What follows belongs to an exercise in optimizing a design on an open flow for small area, a short achievable clock period and few clock cycles; a production flow would make more cautious choices. Function was checked by simulation only, so behaviour that the tests miss may differ from the original.

[design/flow/config.mk]
export PLATFORM = sky130hd
export DESIGN_NAME = matmul
export DESIGN_NICKNAME = matmul
export VERILOG_FILES = /design/flow/design.v
export SDC_FILE = /design/flow/constraint.sdc
export NUM_CORES = 4
export LEC_CHECK = 0
export ABC_CLOCK_PERIOD_IN_PS = 3000
export CAP_MARGIN = 20
export CORE_MARGIN = 2
export CORE_UTILIZATION = 40
export PLACE_DENSITY = 0.6
export SETUP_SLACK_MARGIN = 5
export SLEW_MARGIN = 20
[design/flow/constraint.sdc]
create_clock -name core_clock -period 10.0 [get_ports {clk}]
set_input_delay 2.0000 -clock core_clock [delete_from_list [all_inputs] [get_ports {clk}]]
set_output_delay 2.0000 -clock core_clock [all_outputs]
set_load 0.01 [all_outputs]
[design/flow/design.v]
module matmul
#(
    parameter DIM_BITS = 16,
    parameter MEM_AW = 16,
    parameter MEM_DW = 32,
    parameter PREC = 16)
(
    input [MEM_AW-1:0] aBASE,
    input [DIM_BITS-1:0] aCOLS,
    input [DIM_BITS-1:0] aROWS,
    input [DIM_BITS-1:0] aSTRIDE,
    input [MEM_AW-1:0] bBASE,
    input [DIM_BITS-1:0] bCOLS,
    input [DIM_BITS-1:0] bSTRIDE,
    input [MEM_AW-1:0] cBASE,
    input [DIM_BITS-1:0] cSTRIDE,
    input clk,
    input go,
    input [MEM_DW-1:0] mem_rdata,
    input rst_n,
    output reg [MEM_AW-1:0] mem_addr,
    output reg mem_req,
    output [MEM_DW-1:0] mem_wdata,
    output reg mem_write,
    output reg ret
);
localparam S_IDLE = 2'd0;
localparam S_RD   = 2'd1;
localparam S_GAP  = 2'd2;
localparam S_WR   = 2'd3;
localparam K_A0 = 2'd0;
localparam K_B0 = 2'd1;
localparam K_B1 = 2'd2;
localparam K_A1 = 2'd3;
reg [1:0] st;
reg [1:0] ph;           
reg       gcnt;         
reg       kfirst;       
reg       wpend;        
reg       zero;         
reg       shortk;       
reg       w_r1, w_c1;   
reg       w_nrow;       
reg       w_done;       
reg [15:0] krem, jrem, irem;
reg [15:0] a_row, a_ptr, b_col, b_ptr, c_row, c_ptr;
reg       q_v, d1_v, d2_v;
reg       q_f, d1_f, d2_f;
reg [1:0] q_k, d1_k, d2_k;
reg [15:0] ha0, hb0, hb1;
reg [15:0] xr, yr;
reg m_v, m_f, pend;
reg [31:0] ps, pc;       
wire [31:0] ms, mc;
matmul_csmul u_mul (.x(xr), .y(yr), .s(ms), .c(mc));
wire [31:0] acc_a = p_f ? 32'd0 : acc0;
wire [31:0] acc_s = acc_a ^ ps ^ pc;
wire [31:0] acc_c = ((acc_a & ps) | (acc_a & pc) | (ps & pc));
reg p_f;
reg [31:0] acc0, acc1, acc2, acc3;
assign mem_wdata = acc3;
wire arr_a0 = d2_v & (d2_k == K_A0);
wire arr_b0 = d2_v & (d2_k == K_B0);
wire arr_b1 = d2_v & (d2_k == K_B1);
wire arr_a1 = d2_v & (d2_k == K_A1);
wire klast = (krem[15:1] == 15'd0);
wire jlast = (jrem[15:2] == 14'd0) && (jrem[1:0] != 2'd3);
wire ilast = (irem[15:2] == 14'd0) && (irem[1:0] != 2'd3);
wire [15:0] a_step2 = {aSTRIDE[14:0], 1'b0};
wire [15:0] c_step2 = {cSTRIDE[14:0], 1'b0};
reg [1:0]  st_n, ph_n, q_k_n;
reg        mem_req_n, ret_n, q_v_n, q_f_n, mem_write_n;
reg        gcnt_n, kfirst_n, wpend_n, zero_n, shortk_n;
reg        w_r1_n, w_c1_n, w_nrow_n, w_done_n;
reg [15:0] mem_addr_n, krem_n, jrem_n, irem_n;
reg [15:0] a_row_n, a_ptr_n, b_col_n, b_ptr_n, c_row_n, c_ptr_n;
always @* begin
    st_n = st;
    ph_n = ph;
    gcnt_n = gcnt;
    kfirst_n = kfirst;
    wpend_n = wpend;
    zero_n = zero;
    shortk_n = shortk;
    w_r1_n = w_r1;
    w_c1_n = w_c1;
    w_nrow_n = w_nrow;
    w_done_n = w_done;
    krem_n = krem;
    jrem_n = jrem;
    irem_n = irem;
    a_row_n = a_row;
    a_ptr_n = a_ptr;
    b_col_n = b_col;
    b_ptr_n = b_ptr;
    c_row_n = c_row;
    c_ptr_n = c_ptr;
    mem_addr_n = mem_addr;
    mem_write_n = mem_write;
    mem_req_n = 1'b0;
    ret_n = 1'b0;
    q_v_n = 1'b0;
    q_f_n = kfirst;
    q_k_n = ph;
    case (st)
        S_IDLE: begin
            if (go) begin
                krem_n = aCOLS;
                jrem_n = bCOLS;
                irem_n = aROWS;
                a_row_n = aBASE;
                a_ptr_n = aBASE;
                b_col_n = bBASE;
                b_ptr_n = bBASE;
                c_row_n = cBASE;
                c_ptr_n = cBASE;
                kfirst_n = 1'b1;
                wpend_n = 1'b0;
                zero_n = (aCOLS == 16'd0);
                shortk_n = (aCOLS[15:1] == 15'd0);
                if (aROWS == 16'd0 || bCOLS == 16'd0) begin
                    st_n = S_WR;
                    ph_n = 2'd3;
                    w_r1_n = 1'b1;
                    w_c1_n = 1'b1;
                    w_done_n = 1'b1;
                end
                else begin
                    st_n = S_RD;
                    ph_n = 2'd0;
                end
            end
        end
        S_RD: begin
            mem_req_n = 1'b1;
            mem_write_n = 1'b0;
            q_v_n = 1'b1;
            case (ph)
                2'd0: begin
                    mem_addr_n = a_ptr;
                    ph_n = 2'd1;
                end
                2'd1: begin
                    mem_addr_n = b_ptr;
                    ph_n = 2'd2;
                    if (wpend) begin
                        st_n = S_WR;
                        ph_n = 2'd0;
                        wpend_n = 1'b0;
                    end
                end
                2'd2: begin
                    mem_addr_n = b_ptr + 16'd1;
                    ph_n = 2'd3;
                end
                2'd3: begin
                    mem_addr_n = a_ptr + aSTRIDE;
                    ph_n = 2'd0;
                    if (!klast) begin
                        krem_n = krem - 16'd1;
                        kfirst_n = 1'b0;
                        a_ptr_n = a_ptr + 16'd1;
                        b_ptr_n = b_ptr + bSTRIDE;
                    end
                    else begin
                        kfirst_n = 1'b1;
                        krem_n = aCOLS;
                        w_r1_n = (irem[15:1] == 15'd0);
                        w_c1_n = (jrem[15:1] == 15'd0);
                        w_nrow_n = jlast;
                        w_done_n = jlast & ilast;
                        if (!jlast) begin
                            a_ptr_n = a_row;
                            b_col_n = b_col + 16'd2;
                            b_ptr_n = b_col + 16'd2;
                            jrem_n = jrem - 16'd2;
                        end
                        else begin
                            a_row_n = a_row + a_step2;
                            a_ptr_n = a_row + a_step2;
                            b_col_n = bBASE;
                            b_ptr_n = bBASE;
                            jrem_n = bCOLS;
                            irem_n = irem - 16'd2;
                        end
                        if ((jlast & ilast) | shortk) begin
                            st_n = S_GAP;
                            gcnt_n = 1'b0;
                        end
                        else begin
                            wpend_n = 1'b1;
                        end
                    end
                end
            endcase
        end
        S_GAP: begin
            gcnt_n = 1'b1;
            if (gcnt) begin
                st_n = S_WR;
                ph_n = 2'd0;
            end
        end
        S_WR: begin
            mem_write_n = 1'b1;
            case (ph)
                2'd0: begin
                    mem_addr_n = c_ptr;
                    mem_req_n = 1'b1;
                    ph_n = 2'd1;
                end
                2'd1: begin
                    mem_addr_n = c_ptr + 16'd1;
                    mem_req_n = ~w_c1;
                    ph_n = 2'd2;
                end
                2'd2: begin
                    mem_addr_n = c_ptr + cSTRIDE;
                    mem_req_n = ~w_r1;
                    ph_n = 2'd3;
                end
                2'd3: begin
                    mem_addr_n = mem_addr + 16'd1;
                    mem_req_n = ~w_r1 & ~w_c1;
                    if (w_nrow) begin
                        c_row_n = c_row + c_step2;
                        c_ptr_n = c_row + c_step2;
                    end
                    else begin
                        c_ptr_n = c_ptr + 16'd2;
                    end
                    if (w_done) begin
                        st_n = S_IDLE;
                        ret_n = 1'b1;
                    end
                    else begin
                        st_n = S_RD;
                        ph_n = shortk ? 2'd0 : 2'd2;
                    end
                end
            endcase
        end
    endcase
end
always @(posedge clk or negedge rst_n) begin
    if (~rst_n) begin
        st <= S_IDLE;
        mem_req <= 1'b0;
        ret <= 1'b0;
        q_v <= 1'b0;
        d1_v <= 1'b0;
        d2_v <= 1'b0;
        m_v <= 1'b0;
        pend <= 1'b0;
    end
    else begin
        st <= st_n;
        mem_req <= mem_req_n;
        ret <= ret_n;
        q_v <= q_v_n;
        d1_v <= q_v;
        d2_v <= d1_v;
        m_v <= pend | (d2_v && d2_k != K_A0);
        pend <= ~pend & d2_v & (d2_k == K_A1);
    end
end
always @(posedge clk) begin
    ph <= ph_n;
    gcnt <= gcnt_n;
    kfirst <= kfirst_n;
    wpend <= wpend_n;
    zero <= zero_n;
    shortk <= shortk_n;
    w_r1 <= w_r1_n;
    w_c1 <= w_c1_n;
    w_nrow <= w_nrow_n;
    w_done <= w_done_n;
    krem <= krem_n;
    jrem <= jrem_n;
    irem <= irem_n;
    a_row <= a_row_n;
    a_ptr <= a_ptr_n;
    b_col <= b_col_n;
    b_ptr <= b_ptr_n;
    c_row <= c_row_n;
    c_ptr <= c_ptr_n;
    mem_addr <= mem_addr_n;
    mem_write <= mem_write_n;
    q_f <= q_f_n;
    q_k <= q_k_n;
    if (!pend)
        m_f <= d2_f;
end
always @(posedge clk) begin
    d1_f <= q_f;
    d1_k <= q_k;
    d2_f <= d1_f;
    d2_k <= d1_k;
    if (arr_a0) ha0 <= mem_rdata[15:0];
    if (arr_b0) hb0 <= mem_rdata[15:0];
    if (arr_b1) hb1 <= mem_rdata[15:0];
    if (zero)
        xr <= 16'd0;
    else if (arr_b0 | arr_b1)
        xr <= ha0;
    else if (arr_a1)
        xr <= mem_rdata[15:0];
    else if (!pend)
        xr <= 16'd0;
    if (arr_a1)
        yr <= hb0;
    else if (pend)
        yr <= hb1;
    else
        yr <= mem_rdata[15:0];
    p_f <= m_v & m_f;
    ps <= ms;
    pc <= mc;
    acc3 <= acc_s + {acc_c[30:0], 1'b0};
    acc2 <= acc3;
    acc1 <= acc2;
    acc0 <= acc1;
end
endmodule
module matmul_csmul (
    input [15:0] x,
    input [15:0] y,
    output [31:0] s,
    output [31:0] c
);
wire one0 = y[0] ^ 1'b0;
wire two0 = (y[1] & ~y[0] & ~1'b0) | (~y[1] & y[0] & 1'b0);
wire neg0 = y[1];
wire pp0_0 = ((one0 & x[0]) | (two0 & 1'b0)) ^ neg0;
wire pp0_1 = ((one0 & x[1]) | (two0 & x[0])) ^ neg0;
wire pp0_2 = ((one0 & x[2]) | (two0 & x[1])) ^ neg0;
wire pp0_3 = ((one0 & x[3]) | (two0 & x[2])) ^ neg0;
wire pp0_4 = ((one0 & x[4]) | (two0 & x[3])) ^ neg0;
wire pp0_5 = ((one0 & x[5]) | (two0 & x[4])) ^ neg0;
wire pp0_6 = ((one0 & x[6]) | (two0 & x[5])) ^ neg0;
wire pp0_7 = ((one0 & x[7]) | (two0 & x[6])) ^ neg0;
wire pp0_8 = ((one0 & x[8]) | (two0 & x[7])) ^ neg0;
wire pp0_9 = ((one0 & x[9]) | (two0 & x[8])) ^ neg0;
wire pp0_10 = ((one0 & x[10]) | (two0 & x[9])) ^ neg0;
wire pp0_11 = ((one0 & x[11]) | (two0 & x[10])) ^ neg0;
wire pp0_12 = ((one0 & x[12]) | (two0 & x[11])) ^ neg0;
wire pp0_13 = ((one0 & x[13]) | (two0 & x[12])) ^ neg0;
wire pp0_14 = ((one0 & x[14]) | (two0 & x[13])) ^ neg0;
wire pp0_15 = ((one0 & x[15]) | (two0 & x[14])) ^ neg0;
wire pp0_16 = ((one0 & 1'b0) | (two0 & x[15])) ^ neg0;
wire nn0 = ~neg0;
wire one1 = y[2] ^ y[1];
wire two1 = (y[3] & ~y[2] & ~y[1]) | (~y[3] & y[2] & y[1]);
wire neg1 = y[3];
wire pp1_0 = ((one1 & x[0]) | (two1 & 1'b0)) ^ neg1;
wire pp1_1 = ((one1 & x[1]) | (two1 & x[0])) ^ neg1;
wire pp1_2 = ((one1 & x[2]) | (two1 & x[1])) ^ neg1;
wire pp1_3 = ((one1 & x[3]) | (two1 & x[2])) ^ neg1;
wire pp1_4 = ((one1 & x[4]) | (two1 & x[3])) ^ neg1;
wire pp1_5 = ((one1 & x[5]) | (two1 & x[4])) ^ neg1;
wire pp1_6 = ((one1 & x[6]) | (two1 & x[5])) ^ neg1;
wire pp1_7 = ((one1 & x[7]) | (two1 & x[6])) ^ neg1;
wire pp1_8 = ((one1 & x[8]) | (two1 & x[7])) ^ neg1;
wire pp1_9 = ((one1 & x[9]) | (two1 & x[8])) ^ neg1;
wire pp1_10 = ((one1 & x[10]) | (two1 & x[9])) ^ neg1;
wire pp1_11 = ((one1 & x[11]) | (two1 & x[10])) ^ neg1;
wire pp1_12 = ((one1 & x[12]) | (two1 & x[11])) ^ neg1;
wire pp1_13 = ((one1 & x[13]) | (two1 & x[12])) ^ neg1;
wire pp1_14 = ((one1 & x[14]) | (two1 & x[13])) ^ neg1;
wire pp1_15 = ((one1 & x[15]) | (two1 & x[14])) ^ neg1;
wire pp1_16 = ((one1 & 1'b0) | (two1 & x[15])) ^ neg1;
wire nn1 = ~neg1;
wire one2 = y[4] ^ y[3];
wire two2 = (y[5] & ~y[4] & ~y[3]) | (~y[5] & y[4] & y[3]);
wire neg2 = y[5];
wire pp2_0 = ((one2 & x[0]) | (two2 & 1'b0)) ^ neg2;
wire pp2_1 = ((one2 & x[1]) | (two2 & x[0])) ^ neg2;
wire pp2_2 = ((one2 & x[2]) | (two2 & x[1])) ^ neg2;
wire pp2_3 = ((one2 & x[3]) | (two2 & x[2])) ^ neg2;
wire pp2_4 = ((one2 & x[4]) | (two2 & x[3])) ^ neg2;
wire pp2_5 = ((one2 & x[5]) | (two2 & x[4])) ^ neg2;
wire pp2_6 = ((one2 & x[6]) | (two2 & x[5])) ^ neg2;
wire pp2_7 = ((one2 & x[7]) | (two2 & x[6])) ^ neg2;
wire pp2_8 = ((one2 & x[8]) | (two2 & x[7])) ^ neg2;
wire pp2_9 = ((one2 & x[9]) | (two2 & x[8])) ^ neg2;
wire pp2_10 = ((one2 & x[10]) | (two2 & x[9])) ^ neg2;
wire pp2_11 = ((one2 & x[11]) | (two2 & x[10])) ^ neg2;
wire pp2_12 = ((one2 & x[12]) | (two2 & x[11])) ^ neg2;
wire pp2_13 = ((one2 & x[13]) | (two2 & x[12])) ^ neg2;
wire pp2_14 = ((one2 & x[14]) | (two2 & x[13])) ^ neg2;
wire pp2_15 = ((one2 & x[15]) | (two2 & x[14])) ^ neg2;
wire pp2_16 = ((one2 & 1'b0) | (two2 & x[15])) ^ neg2;
wire nn2 = ~neg2;
wire one3 = y[6] ^ y[5];
wire two3 = (y[7] & ~y[6] & ~y[5]) | (~y[7] & y[6] & y[5]);
wire neg3 = y[7];
wire pp3_0 = ((one3 & x[0]) | (two3 & 1'b0)) ^ neg3;
wire pp3_1 = ((one3 & x[1]) | (two3 & x[0])) ^ neg3;
wire pp3_2 = ((one3 & x[2]) | (two3 & x[1])) ^ neg3;
wire pp3_3 = ((one3 & x[3]) | (two3 & x[2])) ^ neg3;
wire pp3_4 = ((one3 & x[4]) | (two3 & x[3])) ^ neg3;
wire pp3_5 = ((one3 & x[5]) | (two3 & x[4])) ^ neg3;
wire pp3_6 = ((one3 & x[6]) | (two3 & x[5])) ^ neg3;
wire pp3_7 = ((one3 & x[7]) | (two3 & x[6])) ^ neg3;
wire pp3_8 = ((one3 & x[8]) | (two3 & x[7])) ^ neg3;
wire pp3_9 = ((one3 & x[9]) | (two3 & x[8])) ^ neg3;
wire pp3_10 = ((one3 & x[10]) | (two3 & x[9])) ^ neg3;
wire pp3_11 = ((one3 & x[11]) | (two3 & x[10])) ^ neg3;
wire pp3_12 = ((one3 & x[12]) | (two3 & x[11])) ^ neg3;
wire pp3_13 = ((one3 & x[13]) | (two3 & x[12])) ^ neg3;
wire pp3_14 = ((one3 & x[14]) | (two3 & x[13])) ^ neg3;
wire pp3_15 = ((one3 & x[15]) | (two3 & x[14])) ^ neg3;
wire pp3_16 = ((one3 & 1'b0) | (two3 & x[15])) ^ neg3;
wire nn3 = ~neg3;
wire one4 = y[8] ^ y[7];
wire two4 = (y[9] & ~y[8] & ~y[7]) | (~y[9] & y[8] & y[7]);
wire neg4 = y[9];
wire pp4_0 = ((one4 & x[0]) | (two4 & 1'b0)) ^ neg4;
wire pp4_1 = ((one4 & x[1]) | (two4 & x[0])) ^ neg4;
wire pp4_2 = ((one4 & x[2]) | (two4 & x[1])) ^ neg4;
wire pp4_3 = ((one4 & x[3]) | (two4 & x[2])) ^ neg4;
wire pp4_4 = ((one4 & x[4]) | (two4 & x[3])) ^ neg4;
wire pp4_5 = ((one4 & x[5]) | (two4 & x[4])) ^ neg4;
wire pp4_6 = ((one4 & x[6]) | (two4 & x[5])) ^ neg4;
wire pp4_7 = ((one4 & x[7]) | (two4 & x[6])) ^ neg4;
wire pp4_8 = ((one4 & x[8]) | (two4 & x[7])) ^ neg4;
wire pp4_9 = ((one4 & x[9]) | (two4 & x[8])) ^ neg4;
wire pp4_10 = ((one4 & x[10]) | (two4 & x[9])) ^ neg4;
wire pp4_11 = ((one4 & x[11]) | (two4 & x[10])) ^ neg4;
wire pp4_12 = ((one4 & x[12]) | (two4 & x[11])) ^ neg4;
wire pp4_13 = ((one4 & x[13]) | (two4 & x[12])) ^ neg4;
wire pp4_14 = ((one4 & x[14]) | (two4 & x[13])) ^ neg4;
wire pp4_15 = ((one4 & x[15]) | (two4 & x[14])) ^ neg4;
wire pp4_16 = ((one4 & 1'b0) | (two4 & x[15])) ^ neg4;
wire nn4 = ~neg4;
wire one5 = y[10] ^ y[9];
wire two5 = (y[11] & ~y[10] & ~y[9]) | (~y[11] & y[10] & y[9]);
wire neg5 = y[11];
wire pp5_0 = ((one5 & x[0]) | (two5 & 1'b0)) ^ neg5;
wire pp5_1 = ((one5 & x[1]) | (two5 & x[0])) ^ neg5;
wire pp5_2 = ((one5 & x[2]) | (two5 & x[1])) ^ neg5;
wire pp5_3 = ((one5 & x[3]) | (two5 & x[2])) ^ neg5;
wire pp5_4 = ((one5 & x[4]) | (two5 & x[3])) ^ neg5;
wire pp5_5 = ((one5 & x[5]) | (two5 & x[4])) ^ neg5;
wire pp5_6 = ((one5 & x[6]) | (two5 & x[5])) ^ neg5;
wire pp5_7 = ((one5 & x[7]) | (two5 & x[6])) ^ neg5;
wire pp5_8 = ((one5 & x[8]) | (two5 & x[7])) ^ neg5;
wire pp5_9 = ((one5 & x[9]) | (two5 & x[8])) ^ neg5;
wire pp5_10 = ((one5 & x[10]) | (two5 & x[9])) ^ neg5;
wire pp5_11 = ((one5 & x[11]) | (two5 & x[10])) ^ neg5;
wire pp5_12 = ((one5 & x[12]) | (two5 & x[11])) ^ neg5;
wire pp5_13 = ((one5 & x[13]) | (two5 & x[12])) ^ neg5;
wire pp5_14 = ((one5 & x[14]) | (two5 & x[13])) ^ neg5;
wire pp5_15 = ((one5 & x[15]) | (two5 & x[14])) ^ neg5;
wire pp5_16 = ((one5 & 1'b0) | (two5 & x[15])) ^ neg5;
wire nn5 = ~neg5;
wire one6 = y[12] ^ y[11];
wire two6 = (y[13] & ~y[12] & ~y[11]) | (~y[13] & y[12] & y[11]);
wire neg6 = y[13];
wire pp6_0 = ((one6 & x[0]) | (two6 & 1'b0)) ^ neg6;
wire pp6_1 = ((one6 & x[1]) | (two6 & x[0])) ^ neg6;
wire pp6_2 = ((one6 & x[2]) | (two6 & x[1])) ^ neg6;
wire pp6_3 = ((one6 & x[3]) | (two6 & x[2])) ^ neg6;
wire pp6_4 = ((one6 & x[4]) | (two6 & x[3])) ^ neg6;
wire pp6_5 = ((one6 & x[5]) | (two6 & x[4])) ^ neg6;
wire pp6_6 = ((one6 & x[6]) | (two6 & x[5])) ^ neg6;
wire pp6_7 = ((one6 & x[7]) | (two6 & x[6])) ^ neg6;
wire pp6_8 = ((one6 & x[8]) | (two6 & x[7])) ^ neg6;
wire pp6_9 = ((one6 & x[9]) | (two6 & x[8])) ^ neg6;
wire pp6_10 = ((one6 & x[10]) | (two6 & x[9])) ^ neg6;
wire pp6_11 = ((one6 & x[11]) | (two6 & x[10])) ^ neg6;
wire pp6_12 = ((one6 & x[12]) | (two6 & x[11])) ^ neg6;
wire pp6_13 = ((one6 & x[13]) | (two6 & x[12])) ^ neg6;
wire pp6_14 = ((one6 & x[14]) | (two6 & x[13])) ^ neg6;
wire pp6_15 = ((one6 & x[15]) | (two6 & x[14])) ^ neg6;
wire pp6_16 = ((one6 & 1'b0) | (two6 & x[15])) ^ neg6;
wire nn6 = ~neg6;
wire one7 = y[14] ^ y[13];
wire two7 = (y[15] & ~y[14] & ~y[13]) | (~y[15] & y[14] & y[13]);
wire neg7 = y[15];
wire pp7_0 = ((one7 & x[0]) | (two7 & 1'b0)) ^ neg7;
wire pp7_1 = ((one7 & x[1]) | (two7 & x[0])) ^ neg7;
wire pp7_2 = ((one7 & x[2]) | (two7 & x[1])) ^ neg7;
wire pp7_3 = ((one7 & x[3]) | (two7 & x[2])) ^ neg7;
wire pp7_4 = ((one7 & x[4]) | (two7 & x[3])) ^ neg7;
wire pp7_5 = ((one7 & x[5]) | (two7 & x[4])) ^ neg7;
wire pp7_6 = ((one7 & x[6]) | (two7 & x[5])) ^ neg7;
wire pp7_7 = ((one7 & x[7]) | (two7 & x[6])) ^ neg7;
wire pp7_8 = ((one7 & x[8]) | (two7 & x[7])) ^ neg7;
wire pp7_9 = ((one7 & x[9]) | (two7 & x[8])) ^ neg7;
wire pp7_10 = ((one7 & x[10]) | (two7 & x[9])) ^ neg7;
wire pp7_11 = ((one7 & x[11]) | (two7 & x[10])) ^ neg7;
wire pp7_12 = ((one7 & x[12]) | (two7 & x[11])) ^ neg7;
wire pp7_13 = ((one7 & x[13]) | (two7 & x[12])) ^ neg7;
wire pp7_14 = ((one7 & x[14]) | (two7 & x[13])) ^ neg7;
wire pp7_15 = ((one7 & x[15]) | (two7 & x[14])) ^ neg7;
wire pp7_16 = ((one7 & 1'b0) | (two7 & x[15])) ^ neg7;
wire nn7 = ~neg7;
wire one8 = 1'b0 ^ y[15];
wire two8 = (1'b0 & ~1'b0 & ~y[15]) | (~1'b0 & 1'b0 & y[15]);
wire neg8 = 1'b0;
wire pp8_0 = ((one8 & x[0]) | (two8 & 1'b0)) ^ neg8;
wire pp8_1 = ((one8 & x[1]) | (two8 & x[0])) ^ neg8;
wire pp8_2 = ((one8 & x[2]) | (two8 & x[1])) ^ neg8;
wire pp8_3 = ((one8 & x[3]) | (two8 & x[2])) ^ neg8;
wire pp8_4 = ((one8 & x[4]) | (two8 & x[3])) ^ neg8;
wire pp8_5 = ((one8 & x[5]) | (two8 & x[4])) ^ neg8;
wire pp8_6 = ((one8 & x[6]) | (two8 & x[5])) ^ neg8;
wire pp8_7 = ((one8 & x[7]) | (two8 & x[6])) ^ neg8;
wire pp8_8 = ((one8 & x[8]) | (two8 & x[7])) ^ neg8;
wire pp8_9 = ((one8 & x[9]) | (two8 & x[8])) ^ neg8;
wire pp8_10 = ((one8 & x[10]) | (two8 & x[9])) ^ neg8;
wire pp8_11 = ((one8 & x[11]) | (two8 & x[10])) ^ neg8;
wire pp8_12 = ((one8 & x[12]) | (two8 & x[11])) ^ neg8;
wire pp8_13 = ((one8 & x[13]) | (two8 & x[12])) ^ neg8;
wire pp8_14 = ((one8 & x[14]) | (two8 & x[13])) ^ neg8;
wire pp8_15 = ((one8 & x[15]) | (two8 & x[14])) ^ neg8;
wire s1 = nn0 ^ pp1_15;
wire c2 = nn0 & pp1_15;
wire s3 = pp1_16 ^ pp2_14;
wire c4 = pp1_16 & pp2_14;
wire s5 = pp0_10 ^ pp1_8;
wire c6 = pp0_10 & pp1_8;
wire s7 = pp0_11 ^ pp1_9;
wire c8 = pp0_11 & pp1_9;
wire s9 = pp0_12 ^ pp1_10 ^ pp2_8;
wire c10 = (pp0_12 & pp1_10) | (pp0_12 & pp2_8) | (pp1_10 & pp2_8);
wire s11 = pp3_6 ^ pp4_4;
wire c12 = pp3_6 & pp4_4;
wire s13 = pp0_13 ^ pp1_11 ^ pp2_9;
wire c14 = (pp0_13 & pp1_11) | (pp0_13 & pp2_9) | (pp1_11 & pp2_9);
wire s15 = pp3_7 ^ pp4_5;
wire c16 = pp3_7 & pp4_5;
wire s17 = pp0_14 ^ pp1_12 ^ pp2_10;
wire c18 = (pp0_14 & pp1_12) | (pp0_14 & pp2_10) | (pp1_12 & pp2_10);
wire s19 = pp3_8 ^ pp4_6 ^ pp5_4;
wire c20 = (pp3_8 & pp4_6) | (pp3_8 & pp5_4) | (pp4_6 & pp5_4);
wire s21 = pp6_2 ^ pp7_0;
wire c22 = pp6_2 & pp7_0;
wire s23 = pp0_15 ^ pp1_13 ^ pp2_11;
wire c24 = (pp0_15 & pp1_13) | (pp0_15 & pp2_11) | (pp1_13 & pp2_11);
wire s25 = pp3_9 ^ pp4_7 ^ pp5_5;
wire c26 = (pp3_9 & pp4_7) | (pp3_9 & pp5_5) | (pp4_7 & pp5_5);
wire s27 = pp6_3 ^ pp7_1;
wire c28 = pp6_3 & pp7_1;
wire s29 = pp0_16 ^ pp1_14 ^ pp2_12;
wire c30 = (pp0_16 & pp1_14) | (pp0_16 & pp2_12) | (pp1_14 & pp2_12);
wire s31 = pp3_10 ^ pp4_8 ^ pp5_6;
wire c32 = (pp3_10 & pp4_8) | (pp3_10 & pp5_6) | (pp4_8 & pp5_6);
wire s33 = pp6_4 ^ pp7_2 ^ pp8_0;
wire c34 = (pp6_4 & pp7_2) | (pp6_4 & pp8_0) | (pp7_2 & pp8_0);
wire s35 = pp2_13 ^ pp3_11 ^ pp4_9;
wire c36 = (pp2_13 & pp3_11) | (pp2_13 & pp4_9) | (pp3_11 & pp4_9);
wire s37 = pp5_7 ^ pp6_5 ^ pp7_3;
wire c38 = (pp5_7 & pp6_5) | (pp5_7 & pp7_3) | (pp6_5 & pp7_3);
wire s39 = pp8_1 ^ 1'b1 ^ s1;
wire c40 = (pp8_1 & 1'b1) | (pp8_1 & s1) | (1'b1 & s1);
wire s41 = pp3_12 ^ pp4_10 ^ pp5_8;
wire c42 = (pp3_12 & pp4_10) | (pp3_12 & pp5_8) | (pp4_10 & pp5_8);
wire s43 = pp6_6 ^ pp7_4 ^ pp8_2;
wire c44 = (pp6_6 & pp7_4) | (pp6_6 & pp8_2) | (pp7_4 & pp8_2);
wire s45 = 1'b1 ^ s3 ^ c2;
wire c46 = (1'b1 & s3) | (1'b1 & c2) | (s3 & c2);
wire s47 = nn1 ^ pp2_15 ^ pp3_13;
wire c48 = (nn1 & pp2_15) | (nn1 & pp3_13) | (pp2_15 & pp3_13);
wire s49 = pp4_11 ^ pp5_9 ^ pp6_7;
wire c50 = (pp4_11 & pp5_9) | (pp4_11 & pp6_7) | (pp5_9 & pp6_7);
wire s51 = pp7_5 ^ pp8_3 ^ c4;
wire c52 = (pp7_5 & pp8_3) | (pp7_5 & c4) | (pp8_3 & c4);
wire s53 = pp2_16 ^ pp3_14 ^ pp4_12;
wire c54 = (pp2_16 & pp3_14) | (pp2_16 & pp4_12) | (pp3_14 & pp4_12);
wire s55 = pp5_10 ^ pp6_8 ^ pp7_6;
wire c56 = (pp5_10 & pp6_8) | (pp5_10 & pp7_6) | (pp6_8 & pp7_6);
wire s57 = pp8_4 ^ 1'b1;
wire c58 = pp8_4 & 1'b1;
wire s59 = nn2 ^ pp3_15 ^ pp4_13;
wire c60 = (nn2 & pp3_15) | (nn2 & pp4_13) | (pp3_15 & pp4_13);
wire s61 = pp5_11 ^ pp6_9 ^ pp7_7;
wire c62 = (pp5_11 & pp6_9) | (pp5_11 & pp7_7) | (pp6_9 & pp7_7);
wire s63 = pp3_16 ^ pp4_14 ^ pp5_12;
wire c64 = (pp3_16 & pp4_14) | (pp3_16 & pp5_12) | (pp4_14 & pp5_12);
wire s65 = pp6_10 ^ pp7_8;
wire c66 = pp6_10 & pp7_8;
wire s67 = nn3 ^ pp4_15 ^ pp5_13;
wire c68 = (nn3 & pp4_15) | (nn3 & pp5_13) | (pp4_15 & pp5_13);
wire s69 = pp4_16 ^ pp5_14;
wire c70 = pp4_16 & pp5_14;
wire s71 = pp0_6 ^ pp1_4;
wire c72 = pp0_6 & pp1_4;
wire s73 = pp0_7 ^ pp1_5;
wire c74 = pp0_7 & pp1_5;
wire s75 = pp0_8 ^ pp1_6 ^ pp2_4;
wire c76 = (pp0_8 & pp1_6) | (pp0_8 & pp2_4) | (pp1_6 & pp2_4);
wire s77 = pp3_2 ^ pp4_0;
wire c78 = pp3_2 & pp4_0;
wire s79 = pp0_9 ^ pp1_7 ^ pp2_5;
wire c80 = (pp0_9 & pp1_7) | (pp0_9 & pp2_5) | (pp1_7 & pp2_5);
wire s81 = pp3_3 ^ pp4_1;
wire c82 = pp3_3 & pp4_1;
wire s83 = pp2_6 ^ pp3_4 ^ pp4_2;
wire c84 = (pp2_6 & pp3_4) | (pp2_6 & pp4_2) | (pp3_4 & pp4_2);
wire s85 = pp5_0 ^ neg5 ^ s5;
wire c86 = (pp5_0 & neg5) | (pp5_0 & s5) | (neg5 & s5);
wire s87 = pp2_7 ^ pp3_5 ^ pp4_3;
wire c88 = (pp2_7 & pp3_5) | (pp2_7 & pp4_3) | (pp3_5 & pp4_3);
wire s89 = pp5_1 ^ s7 ^ c6;
wire c90 = (pp5_1 & s7) | (pp5_1 & c6) | (s7 & c6);
wire s91 = pp5_2 ^ pp6_0 ^ neg6;
wire c92 = (pp5_2 & pp6_0) | (pp5_2 & neg6) | (pp6_0 & neg6);
wire s93 = s9 ^ s11 ^ c8;
wire c94 = (s9 & s11) | (s9 & c8) | (s11 & c8);
wire s95 = pp5_3 ^ pp6_1 ^ s13;
wire c96 = (pp5_3 & pp6_1) | (pp5_3 & s13) | (pp6_1 & s13);
wire s97 = s15 ^ c10 ^ c12;
wire c98 = (s15 & c10) | (s15 & c12) | (c10 & c12);
wire s99 = neg7 ^ s17 ^ s19;
wire c100 = (neg7 & s17) | (neg7 & s19) | (s17 & s19);
wire s101 = s21 ^ c14 ^ c16;
wire c102 = (s21 & c14) | (s21 & c16) | (c14 & c16);
wire s103 = s23 ^ s25 ^ s27;
wire c104 = (s23 & s25) | (s23 & s27) | (s25 & s27);
wire s105 = c18 ^ c20 ^ c22;
wire c106 = (c18 & c20) | (c18 & c22) | (c20 & c22);
wire s107 = s29 ^ s31 ^ s33;
wire c108 = (s29 & s31) | (s29 & s33) | (s31 & s33);
wire s109 = c24 ^ c26 ^ c28;
wire c110 = (c24 & c26) | (c24 & c28) | (c26 & c28);
wire s111 = s35 ^ s37 ^ s39;
wire c112 = (s35 & s37) | (s35 & s39) | (s37 & s39);
wire s113 = c30 ^ c32 ^ c34;
wire c114 = (c30 & c32) | (c30 & c34) | (c32 & c34);
wire s115 = s41 ^ s43 ^ s45;
wire c116 = (s41 & s43) | (s41 & s45) | (s43 & s45);
wire s117 = c36 ^ c38 ^ c40;
wire c118 = (c36 & c38) | (c36 & c40) | (c38 & c40);
wire s119 = s47 ^ s49 ^ s51;
wire c120 = (s47 & s49) | (s47 & s51) | (s49 & s51);
wire s121 = c42 ^ c44 ^ c46;
wire c122 = (c42 & c44) | (c42 & c46) | (c44 & c46);
wire s123 = s53 ^ s55 ^ s57;
wire c124 = (s53 & s55) | (s53 & s57) | (s55 & s57);
wire s125 = c48 ^ c50 ^ c52;
wire c126 = (c48 & c50) | (c48 & c52) | (c50 & c52);
wire s127 = pp8_5 ^ s59 ^ s61;
wire c128 = (pp8_5 & s59) | (pp8_5 & s61) | (s59 & s61);
wire s129 = c54 ^ c56 ^ c58;
wire c130 = (c54 & c56) | (c54 & c58) | (c56 & c58);
wire s131 = pp8_6 ^ 1'b1 ^ s63;
wire c132 = (pp8_6 & 1'b1) | (pp8_6 & s63) | (1'b1 & s63);
wire s133 = s65 ^ c60 ^ c62;
wire c134 = (s65 & c60) | (s65 & c62) | (c60 & c62);
wire s135 = pp6_11 ^ pp7_9 ^ pp8_7;
wire c136 = (pp6_11 & pp7_9) | (pp6_11 & pp8_7) | (pp7_9 & pp8_7);
wire s137 = s67 ^ c64 ^ c66;
wire c138 = (s67 & c64) | (s67 & c66) | (c64 & c66);
wire s139 = pp6_12 ^ pp7_10 ^ pp8_8;
wire c140 = (pp6_12 & pp7_10) | (pp6_12 & pp8_8) | (pp7_10 & pp8_8);
wire s141 = 1'b1 ^ s69 ^ c68;
wire c142 = (1'b1 & s69) | (1'b1 & c68) | (s69 & c68);
wire s143 = nn4 ^ pp5_15 ^ pp6_13;
wire c144 = (nn4 & pp5_15) | (nn4 & pp6_13) | (pp5_15 & pp6_13);
wire s145 = pp7_11 ^ pp8_9 ^ c70;
wire c146 = (pp7_11 & pp8_9) | (pp7_11 & c70) | (pp8_9 & c70);
wire s147 = pp5_16 ^ pp6_14 ^ pp7_12;
wire c148 = (pp5_16 & pp6_14) | (pp5_16 & pp7_12) | (pp6_14 & pp7_12);
wire s149 = pp8_10 ^ 1'b1;
wire c150 = pp8_10 & 1'b1;
wire s151 = nn5 ^ pp6_15 ^ pp7_13;
wire c152 = (nn5 & pp6_15) | (nn5 & pp7_13) | (pp6_15 & pp7_13);
wire s153 = pp6_16 ^ pp7_14;
wire c154 = pp6_16 & pp7_14;
wire s155 = pp0_4 ^ pp1_2;
wire c156 = pp0_4 & pp1_2;
wire s157 = pp0_5 ^ pp1_3;
wire c158 = pp0_5 & pp1_3;
wire s159 = pp2_2 ^ pp3_0 ^ neg3;
wire c160 = (pp2_2 & pp3_0) | (pp2_2 & neg3) | (pp3_0 & neg3);
wire s161 = pp2_3 ^ pp3_1 ^ s73;
wire c162 = (pp2_3 & pp3_1) | (pp2_3 & s73) | (pp3_1 & s73);
wire s163 = neg4 ^ s75 ^ s77;
wire c164 = (neg4 & s75) | (neg4 & s77) | (s75 & s77);
wire s165 = s79 ^ s81 ^ c76;
wire c166 = (s79 & s81) | (s79 & c76) | (s81 & c76);
wire s167 = s83 ^ s85 ^ c80;
wire c168 = (s83 & s85) | (s83 & c80) | (s85 & c80);
wire s169 = s87 ^ s89 ^ c84;
wire c170 = (s87 & s89) | (s87 & c84) | (s89 & c84);
wire s171 = s91 ^ s93 ^ c88;
wire c172 = (s91 & s93) | (s91 & c88) | (s93 & c88);
wire s173 = s95 ^ s97 ^ c92;
wire c174 = (s95 & s97) | (s95 & c92) | (s97 & c92);
wire s175 = s99 ^ s101 ^ c96;
wire c176 = (s99 & s101) | (s99 & c96) | (s101 & c96);
wire s177 = s103 ^ s105 ^ c100;
wire c178 = (s103 & s105) | (s103 & c100) | (s105 & c100);
wire s179 = s107 ^ s109 ^ c104;
wire c180 = (s107 & s109) | (s107 & c104) | (s109 & c104);
wire s181 = s111 ^ s113 ^ c108;
wire c182 = (s111 & s113) | (s111 & c108) | (s113 & c108);
wire s183 = s115 ^ s117 ^ c112;
wire c184 = (s115 & s117) | (s115 & c112) | (s117 & c112);
wire s185 = s119 ^ s121 ^ c116;
wire c186 = (s119 & s121) | (s119 & c116) | (s121 & c116);
wire s187 = s123 ^ s125 ^ c120;
wire c188 = (s123 & s125) | (s123 & c120) | (s125 & c120);
wire s189 = s127 ^ s129 ^ c124;
wire c190 = (s127 & s129) | (s127 & c124) | (s129 & c124);
wire s191 = s131 ^ s133 ^ c128;
wire c192 = (s131 & s133) | (s131 & c128) | (s133 & c128);
wire s193 = s135 ^ s137 ^ c132;
wire c194 = (s135 & s137) | (s135 & c132) | (s137 & c132);
wire s195 = s139 ^ s141 ^ c136;
wire c196 = (s139 & s141) | (s139 & c136) | (s141 & c136);
wire s197 = s143 ^ s145 ^ c140;
wire c198 = (s143 & s145) | (s143 & c140) | (s145 & c140);
wire s199 = s147 ^ s149 ^ c144;
wire c200 = (s147 & s149) | (s147 & c144) | (s149 & c144);
wire s201 = pp8_11 ^ s151 ^ c148;
wire c202 = (pp8_11 & s151) | (pp8_11 & c148) | (s151 & c148);
wire s203 = pp8_12 ^ 1'b1 ^ s153;
wire c204 = (pp8_12 & 1'b1) | (pp8_12 & s153) | (1'b1 & s153);
wire s205 = nn6 ^ pp7_15 ^ pp8_13;
wire c206 = (nn6 & pp7_15) | (nn6 & pp8_13) | (pp7_15 & pp8_13);
wire s207 = pp7_16 ^ pp8_14;
wire c208 = pp7_16 & pp8_14;
wire s209 = pp0_2 ^ pp1_0;
wire c210 = pp0_2 & pp1_0;
wire s211 = pp0_3 ^ pp1_1;
wire c212 = pp0_3 & pp1_1;
wire s213 = pp2_0 ^ neg2 ^ s155;
wire c214 = (pp2_0 & neg2) | (pp2_0 & s155) | (neg2 & s155);
wire s215 = pp2_1 ^ s157 ^ c156;
wire c216 = (pp2_1 & s157) | (pp2_1 & c156) | (s157 & c156);
wire s217 = s71 ^ s159 ^ c158;
wire c218 = (s71 & s159) | (s71 & c158) | (s159 & c158);
wire s219 = c72 ^ s161 ^ c160;
wire c220 = (c72 & s161) | (c72 & c160) | (s161 & c160);
wire s221 = c74 ^ s163 ^ c162;
wire c222 = (c74 & s163) | (c74 & c162) | (s163 & c162);
wire s223 = c78 ^ s165 ^ c164;
wire c224 = (c78 & s165) | (c78 & c164) | (s165 & c164);
wire s225 = c82 ^ s167 ^ c166;
wire c226 = (c82 & s167) | (c82 & c166) | (s167 & c166);
wire s227 = c86 ^ s169 ^ c168;
wire c228 = (c86 & s169) | (c86 & c168) | (s169 & c168);
wire s229 = c90 ^ s171 ^ c170;
wire c230 = (c90 & s171) | (c90 & c170) | (s171 & c170);
wire s231 = c94 ^ s173 ^ c172;
wire c232 = (c94 & s173) | (c94 & c172) | (s173 & c172);
wire s233 = c98 ^ s175 ^ c174;
wire c234 = (c98 & s175) | (c98 & c174) | (s175 & c174);
wire s235 = c102 ^ s177 ^ c176;
wire c236 = (c102 & s177) | (c102 & c176) | (s177 & c176);
wire s237 = c106 ^ s179 ^ c178;
wire c238 = (c106 & s179) | (c106 & c178) | (s179 & c178);
wire s239 = c110 ^ s181 ^ c180;
wire c240 = (c110 & s181) | (c110 & c180) | (s181 & c180);
wire s241 = c114 ^ s183 ^ c182;
wire c242 = (c114 & s183) | (c114 & c182) | (s183 & c182);
wire s243 = c118 ^ s185 ^ c184;
wire c244 = (c118 & s185) | (c118 & c184) | (s185 & c184);
wire s245 = c122 ^ s187 ^ c186;
wire c246 = (c122 & s187) | (c122 & c186) | (s187 & c186);
wire s247 = c126 ^ s189 ^ c188;
wire c248 = (c126 & s189) | (c126 & c188) | (s189 & c188);
wire s249 = c130 ^ s191 ^ c190;
wire c250 = (c130 & s191) | (c130 & c190) | (s191 & c190);
wire s251 = c134 ^ s193 ^ c192;
wire c252 = (c134 & s193) | (c134 & c192) | (s193 & c192);
wire s253 = c138 ^ s195 ^ c194;
wire c254 = (c138 & s195) | (c138 & c194) | (s195 & c194);
wire s255 = c142 ^ s197 ^ c196;
wire c256 = (c142 & s197) | (c142 & c196) | (s197 & c196);
wire s257 = c146 ^ s199 ^ c198;
wire c258 = (c146 & s199) | (c146 & c198) | (s199 & c198);
wire s259 = c150 ^ s201 ^ c200;
wire c260 = (c150 & s201) | (c150 & c200) | (s201 & c200);
wire s261 = c152 ^ s203 ^ c202;
wire c262 = (c152 & s203) | (c152 & c202) | (s203 & c202);
wire s263 = c154 ^ s205 ^ c204;
wire c264 = (c154 & s205) | (c154 & c204) | (s205 & c204);
wire s265 = 1'b1 ^ s207 ^ c206;
wire c266 = (1'b1 & s207) | (1'b1 & c206) | (s207 & c206);
wire s267 = nn7 ^ pp8_15 ^ c208;
wire c268 = (nn7 & pp8_15) | (nn7 & c208) | (pp8_15 & c208);
assign s[0] = pp0_0;
assign c[0] = neg0;
assign s[1] = pp0_1;
assign c[1] = 1'b0;
assign s[2] = neg1;
assign c[2] = s209;
assign s[3] = s211;
assign c[3] = c210;
assign s[4] = s213;
assign c[4] = c212;
assign s[5] = s215;
assign c[5] = c214;
assign s[6] = s217;
assign c[6] = c216;
assign s[7] = s219;
assign c[7] = c218;
assign s[8] = s221;
assign c[8] = c220;
assign s[9] = s223;
assign c[9] = c222;
assign s[10] = s225;
assign c[10] = c224;
assign s[11] = s227;
assign c[11] = c226;
assign s[12] = s229;
assign c[12] = c228;
assign s[13] = s231;
assign c[13] = c230;
assign s[14] = s233;
assign c[14] = c232;
assign s[15] = s235;
assign c[15] = c234;
assign s[16] = s237;
assign c[16] = c236;
assign s[17] = s239;
assign c[17] = c238;
assign s[18] = s241;
assign c[18] = c240;
assign s[19] = s243;
assign c[19] = c242;
assign s[20] = s245;
assign c[20] = c244;
assign s[21] = s247;
assign c[21] = c246;
assign s[22] = s249;
assign c[22] = c248;
assign s[23] = s251;
assign c[23] = c250;
assign s[24] = s253;
assign c[24] = c252;
assign s[25] = s255;
assign c[25] = c254;
assign s[26] = s257;
assign c[26] = c256;
assign s[27] = s259;
assign c[27] = c258;
assign s[28] = s261;
assign c[28] = c260;
assign s[29] = s263;
assign c[29] = c262;
assign s[30] = s265;
assign c[30] = c264;
assign s[31] = s267;
assign c[31] = c266;
endmodule
[design/flow/run.sh]
#!/bin/bash
# synth_recipe.tcl (not shown) runs the flow's synth.tcl, then flattens the netlist and writes it again
# the make line also repeats each setting of config.mk as NAME=value (left out here)
make -C /OpenROAD-flow-scripts/flow DESIGN_CONFIG=/design/flow/config.mk WORK_HOME=/design/flow/orfs CLKGATE_MAP_FILE= SYNTH_SCRIPT=/design/flow/synth_recipe.tcl finish
==> out/qor.tcl <==
set qor(grt_start_max_net_pins) 83
set qor(routed-wl-met2_um) 39300
set qor(globalRouteOverflowTotal) 0
set qor(met1_length_um) 35300
set qor(worst_min_delay_path_class) {reg -> reg}
set qor(drtIter0Drc) 1675
set qor(gpl.final_weighted_congestion) 0.896
set qor(route.met3.wl_um) 5090
set qor(post_synth_mux_area_share) 0.0257
set qor(place_ws_ns) 4.82
set qor(clock-sinks) 463
set qor(synth_area_um2) 30500
set qor(rows) 101
set qor(slew_violations) 0
set qor(die_width_um) 280
set qor(routed_wl_um) 82000
set qor(fin_area_um2) 35400
set qor(cts.htree.levels) 2
set qor(final_hold_viol_count) 0
set qor(clock_tree.root_cell) {clkbuf_16}
set qor(postSynthCellCount) 3341
set qor(hold_worst_slack_ns) 0.324
set qor(overall_die_height_um) 280
set qor(detail_route.vias_per_cell) 5.42
set qor(synthesized_area_fraction_occupied_by_adder_cells) 0.149
set qor(finalSetupViolCount) 0
set qor(drcViolationCount) 0
set qor(synth_area_per_cell_um2) 9.12
set qor(fin_cells) 4481
set qor(critical_path_peak_fanout) 25
set qor(reg2reg_from) {yr[5]}
set qor(drt-wirelength-per-cell_um) 18.3
set qor(place.detailed.instances) 4378
set qor(dominantRegCellSynth) {dfxtp_1}
set qor(result_of_the_run) {finished clean}
set qor(synth_compound_gate_area_share) 0.173
set qor(wire_length_of_the_first_global_routing_pass_um) 130000
set qor(route.antenna.remaining_nets) 0
set qor(critical_path.endpoint_type) {flop}
set qor(worst-path-buf-inv) 2
set qor(share_of_final_layout_standard_cells_stronger_than_drive_strength_1) 0.0625
set qor(antenna_cells) 0
set qor(critPathKind) {reg -> reg}
set qor(hpwl_um) 59400
set qor(synth_seq_cells) 463
set qor(critPathSlowestCell) {dfxtp_1}
set qor(critical-path-max-stage-delay_ns) 0.93
set qor(setup.worst_path.start) {yr[5]}
set qor(max_cap_viol_count) 0
set qor(critPathArrivalTime_ns) 5.09
set qor(postCtsResizedCells) 0
set qor(yosysUniqueCellTypes) 92
set qor(totalNegativeSetupSlack_ns) 0
set qor(clkSlewWorstSetupHoldPaths_ns) 0.06
set qor(starting_density) 0.403
set qor(yosys.area_share.simple) 0.152
set qor(antenna_violations_before_repair) 2
set qor(cts_made_buffers) 54
set qor(grt_setup_unrepaired) {false}
set qor(grt_usage) 0.208
set qor(clock_latency_ns) 0.63
set qor(worst_hold_startpoint) {acc1[31]}
set qor(vias_post_dr) 24300
set qor(portBuffers) 213
set qor(critical_path.cell_chain) {and2_0, nand2_1, a21oi_1, nor2_1, a221oi_1, fa_1, inv_1, fa_1, fa_1, inv_1, fa_1}
set qor(io_pins) 230
set qor(drt-pass1-iter-count) 6
set qor(largest_family_of_logic_cells_by_synthesized_area) {compound AO/OA/AOI/OAI gates}
set qor(synth_edf_count) 221
set qor(post_cts_buffers) 0
set qor(placed_area_um2) 33500
set qor(postSynth.asyncResetShare) 0.0194
set qor(postSynthNetCount) 3800
set qor(tritoncts) {done}
set qor(first_global_vias) 23500
set qor(highest_layer) {met5}
set qor(core_region_area_um2) 75700
set qor(max_slew.worst_pin.slew_ns) 1.00
set qor(critPathLaunchType) {flop}
set qor(clock_path_buffers) 3
set qor(slew_headroom) 0.331
set qor(cts.hold.buffers_added) 0
set qor(setup_ws_ns) 5.40
set qor(die-area_um2) 78400
set qor(critPathTopFamily) {adder cells}
set qor(synthesis_to_layout_area_growth_pct) 16.1
set qor(synth_warnings) 1
set qor(synth-xor-area-share) 0.0632
set qor(finalWorstPathRequiredPeriod_ns) 4.60
set qor(crit_required_ns) 10.49
set qor(clock.fmax_mhz) 217
set qor(num-fill-cells) 7177
set qor(design.final.nets) 3916
set qor(period_share) 0.460
set qor(crit_top_cell) {fa_1}
set qor(finClkSkew_ns) 0.0352
set qor(yosysSeqAreaShare) 0.378
[state kept, by name, indices dropped and copies added (netlist names), 31 cells and up]
signal / flops
acc0: 32
acc1: 32
acc2: 32
acc3: 32
ps: 32
pc: 31
[cells in the final DEF (no fill, tap or decap), types with 72 or more instances in the layout]
cell             instances
o21ai_0                216
inv_1                  273
nand3_1                 72
nor2_1                 222
xor2_1                  76
clkdlybuf4s50_1        213
a21oi_1                260
fa_1                   137
dfxtp_1                233
ha_1                   141
nand2_1                438
edfxtp_1               221
xnor2_1                144
[stage by stage]
step                utilization
global route              0.468
detailed placement        0.442
floorplan                     -
finish                    0.468
global placement          0.442
CTS                       0.467
[cells by family after synthesis]
logic type	Yosys count
simple gates	1007
compound gates	830
buf+inv	479
flops	463
fa+ha+maj	280
xor+xnor	220
mux	62
[path summary, 6_finish.rpt]
| kind | slack [ns] | to | cells past startpoint |
|---|---|---|---|
| hold reg to reg | 0.32 | acc0[31] | 0 |
| hold / removal | 0.32 | acc0[31] | 0 |
| min in group asynchronous | 1.80 | st[0] | 1 |
| max in group asynchronous | 7.74 | d2_v | 1 |
| setup / recovery | 5.40 | ps[17] | 11 |
| setup reg to reg | 5.40 | ps[17] | 11 |
[area by class of cell]
type                            instances  area, um2  share of cell area
Tap cell                              978       1220              0.0346
Multi-Input combinational cell       2399      17200               0.486
Clock buffer                           66       1520              0.0430
Sequential cell                       463      11500               0.326
Inverter                              277       1040              0.0295
Clock inverter                         36        384              0.0109
Timing Repair Buffer                  262       2510              0.0710
[cell usage after synthesis (all sizes together) (9+ instances only)]
| cell type | number | share of area |
|---|---|---|
| nand2 | 440 | 0.054 |
| mux4 | 11 | 0.0081 |
| dfrtp | 9 | 0.0074 |
| or3 | 21 | 0.0048 |
| and2 | 33 | 0.0068 |
| nor2 | 222 | 0.027 |
| edfxtp | 221 | 0.22 |
| o21bai | 9 | 0.0023 |
| xor2 | 76 | 0.022 |
| xnor2 | 144 | 0.041 |
| nand2b | 45 | 0.0092 |
| dfxtp | 233 | 0.15 |
| clkbuf | 159 | 0.020 |
| nand4 | 13 | 0.0027 |
| nand3 | 72 | 0.012 |
| o21a | 12 | 0.0030 |
| nor3 | 45 | 0.0077 |
| ha | 143 | 0.059 |
| inv | 276 | 0.034 |
| a22oi | 56 | 0.014 |
| o31ai | 9 | 0.0022 |
| a31oi | 15 | 0.0031 |
| and3 | 31 | 0.0064 |
| buf | 43 | 0.0060 |
| o22ai | 20 | 0.0041 |
| nor3b | 9 | 0.0026 |
| a21oi | 262 | 0.043 |
| nor2b | 28 | 0.0057 |
| a221oi | 60 | 0.018 |
| a21o | 45 | 0.011 |
| mux2 | 21 | 0.0078 |
| nor4 | 22 | 0.0050 |
| a211oi | 36 | 0.0092 |
| a222oi | 16 | 0.0053 |
| fa | 137 | 0.090 |
| o21ai | 221 | 0.036 |
| o211ai | 13 | 0.0032 |
| mux2i | 30 | 0.0099 |
[metal layers]
metal,global-route usage,vias to the layer above
met5,0,-
met1,0.272,11500
met2,0.354,776
met3,0.0322,117
met4,0.0617,4
li1,-,11900
Testbench counts, summed over its fixed seeds: cycles 52,372.

## afterwards: timing with drivers on the ports
The results above use ideal ports. As a check the final layout listed here was re-extracted and re-timed, cells and wires unchanged.
Step 1: set_driving_cell puts a clkbuf_16 on clk and a buf_2 on each other input, an assumption about the parent block.
Step 2 also shifts input and output timing later by t, the mid clock arrival at the registers, as if the neighbouring blocks saw the same clock.
a / b / c = ideal ports / drivers / drivers and shift; a / b = the first two.
t, ns: 0.678
setup slack, ns: 5.400 / 5.400 / 4.777
hold slack, ns: 0.324 / 0.324 / 0.324
worst register clock-pin slew, ns: 0.06 / 0.06
After both steps this run still meets setup and hold. The setup slack of this run moves by 0.000 ns with the drivers and by -0.623 ns with both steps.
